This design comes from an exercise in tuning for small area on the open sky130 flow, not from production work.
Function was checked by simulation only, so behaviour that the tests miss may differ from the original.
No activity file was given, so power comes from the tool's default toggle rates.

### flow/design.v
`timescale 1ns/1ns
`default_nettype none
module top (input wire clk,
            input wire rst,
            input wire mic_data_1,
            input wire mic_data_2,
            output wire serial_tx,
            output wire mic_clk_1,
            output wire mic_clk_2,
            output wire serial_split);
localparam [11:0] NSAMP = 12'd3125;
localparam [11:0] NCMP  = NSAMP - 12'd1;
reg [7:0] cnt;
always @(posedge clk)
  if (rst) cnt <= 8'd0;
  else     cnt <= cnt + 8'd1;
reg fresh;   
always @(posedge clk)
  if (rst) fresh <= 1'b1;
  else if (cnt == 8'd255) fresh <= 1'b0;
assign mic_clk_1 = cnt[1];
assign mic_clk_2 = cnt[1];
wire [1:0] ph = cnt[1:0] - 2'd1;                  
wire snap   = (cnt >= 8'd253) || (cnt == 8'd0);   
wire ifresh = fresh && (cnt[7:2] == 6'd0);        
wire win    = (cnt >= 8'd140) && (cnt < 8'd158);  
wire bfirst = (cnt == 8'd140);
wire zero   = fresh;                               
wire so1, so2;
cicint CIC1 (.clk(clk), .snap(snap), .win(win), .ifresh(ifresh), .ph(ph),
             .d_in(mic_data_1), .so(so1));
cicint CIC2 (.clk(clk), .snap(snap), .win(win), .ifresh(ifresh), .ph(ph),
             .d_in(mic_data_2), .so(so2));
wire [237:0] qa, qb;
combring RA (.clk(clk), .win(win), .bfirst(bfirst), .zero(zero), .x(so1),
             .ext(1'b1), .xin(qb[0]), .q(qa));
combring RB (.clk(clk), .win(win), .bfirst(bfirst), .zero(zero), .x(so2),
             .ext(1'b0), .xin(1'b0), .q(qb));
reg [17:0] a1, a2, a3;
always @(posedge clk)
  if (win) begin
    a1 <= {qa[54] & ~zero, a1[17:1]};
    a2 <= {a1[0] & ~zero, a2[17:1]};
    a3 <= {a2[0] & ~zero, a3[17:1]};
  end
reg        mb0, mb1, ps;
always @(posedge clk) begin
  mb0 <= 1'b0;
  if (cnt >= 8'd72 && cnt < 8'd90)        mb0 <= qb[140];
  else if (cnt >= 8'd120 && cnt < 8'd138) mb0 <= qb[74];
  else if (cnt >= 8'd168 && cnt < 8'd186) mb0 <= qb[26];
  else if (cnt >= 8'd216 && cnt < 8'd234) mb0 <= qb[198];
  else if (cnt >= 8'd8 && cnt < 8'd26)    mb0 <= qa[168];
  mb1 <= 1'b0; ps <= 1'b0;
  if (cnt >= 8'd120 && cnt < 8'd138)      begin mb1 <= qa[20]; ps <= 1'b1; end
  else if (cnt >= 8'd168 && cnt < 8'd186) mb1 <= qa[228];
  else if (cnt >= 8'd216 && cnt < 8'd234) mb1 <= qa[198];
  else if (cnt >= 8'd8 && cnt < 8'd26)    mb1 <= qa[168];
  else if (cnt >= 8'd56 && cnt < 8'd74)   mb1 <= qb[102];
end
wire [17:0] pa1 = ps ? a1 : a2;
reg        act;      
reg [1:0]  q;        
reg        scclr;    
reg        sceq;     
wire [7:0] u  = cnt - 8'd7;
wire [3:0] tl = {q, u[7:6]};           
wire [5:0] ti = u[5:0];                
wire       tend = act && q == 2'd2 && u[7];    
always @(posedge clk)
  if (rst) begin
    act <= 1'b0; q <= 2'd0; scclr <= 1'b0;
  end else begin
    if (cnt == 8'd6) begin
      if (sceq && !fresh) begin act <= 1'b1; q <= 2'd0; end
      else if (act) q <= q + 2'd1;
    end
    if (tend) begin act <= 1'b0; scclr <= 1'b1; end
    else if (cnt == 8'd68) scclr <= 1'b0;
  end
wire sending = act && !tend && (ti < 6'd48);
reg [255:0] r0, r1;
reg         e0, e1;
wire [9:0] clr;
genvar g;
generate
  for (g = 0; g < 10; g = g + 1) begin : gclr
    assign clr[g] = sending && (tl == g);
  end
endgenerate
wire        in0 = r0[18] & ~clr[3] & ~fresh;
wire        in1 = r1[18] & ~clr[7] & ~fresh;
wire        inc = (cnt == 8'd57);       
wire [17:0] x0 = r0[17:0];
wire [17:0] x1 = r1[17:0];
wire [17:0] y0 = a3  & {18{mb0 & ~fresh}};
wire [17:0] y1 = pa1 & {18{mb1 & ~fresh}};
wire [18:0] k0, k1;                        
assign k0[0] = inc & ~fresh;
assign k1[0] = 1'b0;
genvar gb;
generate
  for (gb = 0; gb < 18; gb = gb + 1) begin : gadd
    assign k0[gb+1] = (x0[gb] & y0[gb]) | (x0[gb] & k0[gb]) | (y0[gb] & k0[gb]);
    assign k1[gb+1] = (x1[gb] & y1[gb]) | (x1[gb] & k1[gb]) | (y1[gb] & k1[gb]);
  end
endgenerate
wire [19:0] t0, t1;
assign t0[17:0] = x0 ^ y0 ^ k0[17:0];
assign t1[17:0] = x1 ^ y1 ^ k1[17:0];
assign t0[18] = (e0 & ~fresh) ^ k0[18];
assign t1[18] = (e1 & ~fresh) ^ k1[18];
assign t0[19] = e0 & ~fresh & k0[18];
assign t1[19] = e1 & ~fresh & k1[18];
wire [18:0] w0 = {t0[19] | (t0[18] & in0), t0[18] ^ in0, t0[17:1]};
wire [18:0] w1 = {t1[19] | (t1[18] & in1), t1[18] ^ in1, t1[17:1]};
wire        scw = (cnt >= 8'd57) && (cnt < 8'd69);    
wire        o0  = (scw && scclr) ? inc : t0[0] & ~fresh;
wire [3:0]  scb = cnt[3:0] - 4'd9;                     
always @(posedge clk)
  if (scw) sceq <= (inc | sceq) & (o0 == NCMP[scb]);
reg [255:0] n0, n1;
always @* begin
  n0 = {o0, r0[255:19], w0[17:0]};
  n1 = {t1[0] & ~fresh, r1[255:19], w1[17:0]};
  if (clr[0]) n0[65]  = 1'b0;
  if (clr[1]) n0[49]  = 1'b0;
  if (clr[2]) n0[33]  = 1'b0;
  if (clr[5]) n0[193] = 1'b0;
  if (clr[4] | clr[9]) n1[49] = 1'b0;
  if (clr[6]) n1[129] = 1'b0;
  if (clr[8]) n1[161] = 1'b0;
end
always @(posedge clk) begin
  r0 <= n0;
  r1 <= n1;
  e0 <= w0[18];
  e1 <= w1[18];
end
reg tb;
always @* begin
  case (tl)
    4'd0: tb = r0[66];
    4'd1: tb = r0[50];
    4'd2: tb = r0[34];
    4'd3: tb = r0[18];
    4'd4: tb = r1[50];
    4'd5: tb = r0[194];
    4'd6: tb = r1[130];
    4'd7: tb = r1[18];
    4'd8: tb = r1[162];
    default: tb = r1[50];
  endcase
end
wire tx = !(act && !tend) | (sending & tb);
assign serial_tx = tx;
assign serial_split = tx;
endmodule
module cicint (input wire clk, input wire snap, input wire win,
               input wire ifresh, input wire [1:0] ph, input wire d_in,
               output wire so);
reg [19:0] i1, i2, i3, i4, i5;
reg        c1, c2, c3, c4, c5;
reg [17:0] dt;
wire       first = (ph == 2'd0);
wire [4:0] h1 = ifresh ? 5'd0 : i1[4:0];
wire [4:0] h2 = ifresh ? 5'd0 : i2[4:0];
wire [4:0] h3 = ifresh ? 5'd0 : i3[4:0];
wire [4:0] h4 = ifresh ? 5'd0 : i4[4:0];
wire [4:0] h5 = ifresh ? 5'd0 : i5[4:0];
wire       ci1 = first ? d_in : c1 & ~ifresh;
wire       ci2 = ~first & ~ifresh & c2;
wire       ci3 = ~first & ~ifresh & c3;
wire       ci4 = ~first & ~ifresh & c4;
wire       ci5 = ~first & ~ifresh & c5;
wire [4:0] g5  = snap ? 5'd0 : h5;        
wire [5:0] s1, s2, s3, s4, s5;
rip5 A1 (.a(h1), .b(5'd0), .ci(ci1), .s(s1));
rip5 A2 (.a(h2), .b(h1),   .ci(ci2), .s(s2));
rip5 A3 (.a(h3), .b(h2),   .ci(ci3), .s(s3));
rip5 A4 (.a(h4), .b(h3),   .ci(ci4), .s(s4));
rip5 A5 (.a(g5), .b(h4),   .ci(ci5), .s(s5));
always @(posedge clk) begin
  i1 <= {s1[4:0], i1[19:5]};
  i2 <= {s2[4:0], i2[19:5]};
  i3 <= {s3[4:0], i3[19:5]};
  i4 <= {s4[4:0], i4[19:5]};
  i5 <= {s5[4:0], i5[19:5]};
  c1 <= s1[5]; c2 <= s2[5]; c3 <= s3[5]; c4 <= s4[5]; c5 <= s5[5];
end
reg [17:0] dn;
always @* begin
  dn = {dt[0], dt[17:1]};
  if (snap)
    case (ph)
      2'd0: begin dn[16] = h5[0]; dn[17] = h5[1]; dn[0] = h5[2]; dn[1] = h5[3]; dn[2] = h5[4]; end
      2'd1: begin dn[2] = h5[0]; dn[3] = h5[1]; dn[4] = h5[2]; dn[5] = h5[3]; dn[6] = h5[4]; end
      2'd2: begin dn[6] = h5[0]; dn[7] = h5[1]; dn[8] = h5[2]; dn[9] = h5[3]; dn[10] = h5[4]; end
      default: begin dn[10] = h5[0]; dn[11] = h5[1]; dn[12] = h5[2]; end
    endcase
end
always @(posedge clk) dt <= dn;
assign so = dt[0];
endmodule
module combring (input wire clk, input wire win, input wire bfirst,
                 input wire zero, input wire x, input wire ext,
                 input wire xin, output wire [237:0] q);
reg  [237:0] r;
reg  [3:0]   bw;
wire [3:0] xs = {r[108], r[144], r[180], r[216]};
wire [3:0] ys = {r[90],  r[126], r[162], r[198]};
wire [3:0] bin = bfirst ? 4'd0 : bw;
wire [3:0] df  = xs ^ ys ^ bin;
wire [3:0] bo  = (~xs & ys) | (~(xs ^ ys) & bin);
reg  [237:0] n;
integer k;
always @* begin
  n = {r[0], r[237:1]};
  if (win) begin
    n[233] = x;
    n[197] = df[0];
    n[161] = df[1];
    n[125] = df[2];
    n[89]  = df[3];
    if (ext) n[53] = xin;
    if (zero)
      for (k = 0; k < 13; k = k + 1) n[18*k+17] = 1'b0;
  end
end
always @(posedge clk) begin
  r <= n;
  bw <= bo;
end
assign q = r;
endmodule
module rip5 (input wire [4:0] a, input wire [4:0] b, input wire ci,
             output wire [5:0] s);
wire [5:0] k;
assign k[0] = ci;
genvar i;
generate
  for (i = 0; i < 5; i = i + 1) begin : g
    assign {k[i+1], s[i]} = {1'b0, a[i]} + {1'b0, b[i]} + {1'b0, k[i]};
  end
endgenerate
assign s[5] = k[5];
endmodule
### flow/flow/run.sh
#!/bin/bash
set -euo pipefail
export CTS_ARGS="-sink_clustering_enable -repair_clock_nets -sink_clustering_size 20 -sink_clustering_max_diameter 50 -buf_list sky130_fd_sc_hd__clkbuf_8 -dont_use_dummy_load"
bash standard.sh finish > standard_flow.log 2>&1
### flow/standard.sh
#!/bin/bash
# synth_recipe.tcl (not shown) runs the flow's synth.tcl, then flattens the netlist and writes it again
# the make line also repeats each setting of config.mk as NAME=value (left out here)
make -C /OpenROAD-flow-scripts/flow DESIGN_CONFIG=/design/flow/config.mk WORK_HOME=/design/flow/orfs CLKGATE_MAP_FILE= SYNTH_SCRIPT=/design/flow/synth_recipe.tcl "${@:-finish}"
### flow/config.mk
export PLATFORM = sky130hd
export DESIGN_NAME = top
export DESIGN_NICKNAME = top
export VERILOG_FILES = /design/flow/design.v
export SDC_FILE = /design/flow/constraint.sdc
export NUM_CORES = 4
export LEC_CHECK = 0
export CAP_MARGIN = 20
export CORE_MARGIN = 2
export CORE_UTILIZATION = 78
export CTS_BUF_LIST = sky130_fd_sc_hd__clkbuf_8
export CTS_CLUSTER_DIAMETER = 50
export CTS_CLUSTER_SIZE = 20
export PLACE_DENSITY = 0.86
export SLEW_MARGIN = 20
### flow/constraint.sdc
create_clock -name core_clock -period 10.0 [get_ports {clk}]
set_input_delay 2.0000 -clock core_clock [delete_from_list [all_inputs] [get_ports {clk}]]
set_output_delay 2.0000 -clock core_clock [all_outputs]
set_load 0.01 [all_outputs]
==> run summary <==
most common flop cell mapped by yosys=sky130_fd_sc_hd__dfxtp_1; Slew Viols, Final=0; critical path's largest stage delay=0.88 ns; NetSw=1.43 mW; final period demand of the worst path=9.05 ns; DRT Pass-1 Iters=5; clock tree skew after final layout=0.0547 ns; antenna cells=0; sequential cell fraction of total power=71.3%; final count of hold timing violations=0; wire length of the first global-routing pass=71,800 um; placed standard-cell area=32,500 sq um; chip width=206 um; final RePlAce weighted congestion=0.857; via count=12,779; worst-margin pin slew=0.952 ns; area of all placed cells without fillers=33,500 sq um; overall global routing resource usage=22.4%; static leakage=13.6 nW; Sw Share=19.3%; cell with the largest stage delay on the worst path=sky130_fd_sc_hd__dfxtp_1; Std-Cell Core Area=40,600 sq um; count of pins on the block boundary=8; worst slack at placement=0.942 ns; critical path class=reg -> reg; share of flip-flops with an asynchronous set or reset=0%; synth top area cells=sky130_fd_sc_hd__dfxtp_1, sky130_fd_sc_hd__fa_1, sky130_fd_sc_hd__edfxtp_1; number of warning messages in the yosys log=3; critical path's top delay family=adder cells; power share of the combinational group=0.7%; fill cell instance count of the final layout=1,886; number of clock sinks=1,315; Peak VDD IR=0.170 mV; layout overhead on the synthesized area=5.03%; internal power of the cells=5.98 mW; iteration-0 DRC count of the detailed router=820; Hold Crit Class=reg -> reg; H-tree depth reported by CTS=3; share of the core filled with cells in the final layout=82.6%; cts hold-fix bufs=0; largest area contributor in the netlist=sky130_fd_sc_hd__dfxtp_1; final setup TNS=0 ns; CTS Root Buffer Type=sky130_fd_sc_hd__clkbuf_8; most numerous cell in the Yosys netlist=sky130_fd_sc_hd__dfxtp_1; number of flops mapped to enable cells by yosys=55; number of buffers on the longest clock path=3; buffers inserted during post-CTS setup optimization=0; cell count after synthesis=1,975; number of distinct library cells after synthesis=67; count of endpoints failing setup in the final report=0; maximum net fanout on the critical path=19; quantity of I/O buffers inserted on ports=7; clock latency on the worst-skew pair=0.68 ns; Power Total=7.40 mW; vias in the first global route=13,645; number of placement rows=74; CP Capture Type=flop; Critical Path Most Common Cell=sky130_fd_sc_hd__fa_1; series of cell instances along the critical path=nor2b_1 -> nand2_1 -> fa_1 -> inv_1 -> fa_1 -> fa_1 -> fa_1 -> fa_1 -> fa_1 -> fa_1 -> fa_1 -> fa_1 -> fa_1 -> fa_1 -> fa_1 -> fa_1 -> fa_1 -> fa_1 -> fa_1 -> fa_1 -> fa_1 -> inv_1 -> fa_1 -> inv_1; Seq/Total Area, Yosys=84.3%; post-synth net total=2,086; commonest cells in the netlist=sky130_fd_sc_hd__dfxtp_1, sky130_fd_sc_hd__inv_1, sky130_fd_sc_hd__nand2_1; number of antenna violations at the first check in global routing=2; crit path launch type=flop; area share of the largest cell type after synthesis=79.1%; unrepaired setup endpoints after global routing=no; post-synthesis instance area=31,900 sq um; share of the clock period used by the worst path=90.5%; flip-flop and latch count after synthesis=1,315; fraction of final layout cells with drive strength greater than 1=5.04%; worst rel slew slack=35.7%; number of buffers added by the clock tree synthesis step=76; number of vias per cell=5.00; remaining global-route overflow=0; clock group share of total power=28.1%; post-layout worst setup margin=0.949 ns; clock tree from TritonCTS=built; worst path bufs/invs=3; remaining design rule violation count=0; max-capacitance violation count=0; largest net degree at the start of global routing=71; Total Die Area=42,500 sq um; required time at the worst-slack endpoint=10.59 ns; average wire per standard cell=17.6 um; Routed Wire Length=45,000 um; mean area per synthesized cell=16.1 sq um; net count of the finished layout=2,138; outcome=no timing/DRC/antenna violations; power per unit of standard cell area=221 nW/um^2; detailed placer's ending HPWL=28,900 um; post-CTS sizing=0; clock transition at the registers of the reported paths=0.11 ns; Die Y-Extent=206 um; ANT nets after route=0; effective utilization at floorplan=78.6%; crit path DAT=9.64 ns; upper clock frequency limit=110 MHz
## stage by stage
step	std cells	hold slack [ns]
after CTS	2557	0.288
after detailed placement	2481	0.312
after global placement	2481	0.310
after floorplan	1975	0.310
after global routing	2557	0.293
final	2557	0.292
## logic make-up after synthesis
family / share of synthesized area, %
AO/OA/AOI/OAI: 2.00
buffers and inverters: 1.83
XOR/XNOR: 0.302
AND/OR/NAND/NOR: 4.63
adder cells (fa/ha/maj): 6.20
multiplexers: 0.769
flip-flops: 84.3
## cells in the final DEF, fill, tap and decap left out, drive strengths merged, types with 8 or more instances in the layout
master	instances
nand2b	17
edfxtp	55
nor2	54
and2	51
a21oi	12
nand3	17
nand2	96
nand3b	9
xnor2	9
clkbuf	76
inv	95
ha	22
a31oi	8
mux2i	23
o21ai	44
fa	85
dfxtp	1260
## per-layer routing
layer / wire length (um) / track usage, % / up-vias
met5: 13 / 0 / -
met4: 1290 / 7.68 / 2
met3: 1630 / 4.40 / 102
met2: 22100 / 37.9 / 215
met1: 20000 / 29.3 / 6227
li1: - / - / 6233
## power by group through the flow
stage	sequential [mW]	combinational, mW	clock, mW
2_1_floorplan	5.40	0.0345	0
3_3_place_gp	5.40	0.0454	0
3_5_place_dp	5.40	0.0472	0
4_1_cts	5.28	0.0477	2.12
5_1_grt	5.28	0.0528	2.28
6_report	5.28	0.0491	2.08
## registers in the layout, indices dropped and copies added (netlist names), 4 cells and up
name / count
CIC1.dt: 18
CIC2.i3: 20
r1: 256
CIC2.i5: 20
CIC2.i4: 20
CIC2.dt: 18
a3: 18
a1: 18
CIC2.i2: 20
CIC1.i1: 20
a2: 18
RA.bw: 4
CIC1.i2: 20
CIC2.i1: 20
CIC1.i5: 20
RA.r: 238
CIC1.i3: 20
RB.r: 238
CIC1.i4: 20
RB.bw: 4
r0: 256
cnt: 8
## worst paths after layout
path,start,to,slack (ns),depth (start not counted)
worst min-delay path,CIC2.i2[19]$_DFF_P_,CIC2.i2[14]$_DFF_P_,0.29,0
worst max-delay path,fresh$_SDFFE_PP1N_,r0[17]$_DFF_P_,0.95,24
worst max register to register,fresh$_SDFFE_PP1N_,r0[17]$_DFF_P_,0.95,24
worst min register to register,CIC2.i2[19]$_DFF_P_,CIC2.i2[14]$_DFF_P_,0.29,0
## cell type report
class	count	area [sq um]	share of cell area [%]
clock buffer	76	1050	3.12
inverter	96	362	1.08
multi-input combinational	525	4430	13.2
sequential	1315	26900	80.2
tap	532	666	1.99
timing repair buffer	13	115	0.344

-- port drivers added, routing unchanged --
The flow's constraints put no driver on any port. The routed layout listed below was extracted and timed again, unchanged, in two steps. Step 1: set_driving_cell puts a clkbuf_16 on clk and a buf_2 on each other input, an assumption about the parent block. Step 2 times the ports against the registers' clock, not the clock port: input delays grow and output delays shrink by t, the midpoint of the rising clock arrivals with the driver on. Three values: ideal, step 1, step 2; two values: the first two.
shift t [ns]: 0.702
slack for setup (ns): 0.949 / 0.949 / 0.949
pins driven straight from the clock port: 1
After both steps setup and hold are still met in this run. The setup slack of this run moves by 0.000 ns with the drivers and by 0.000 ns with both steps.
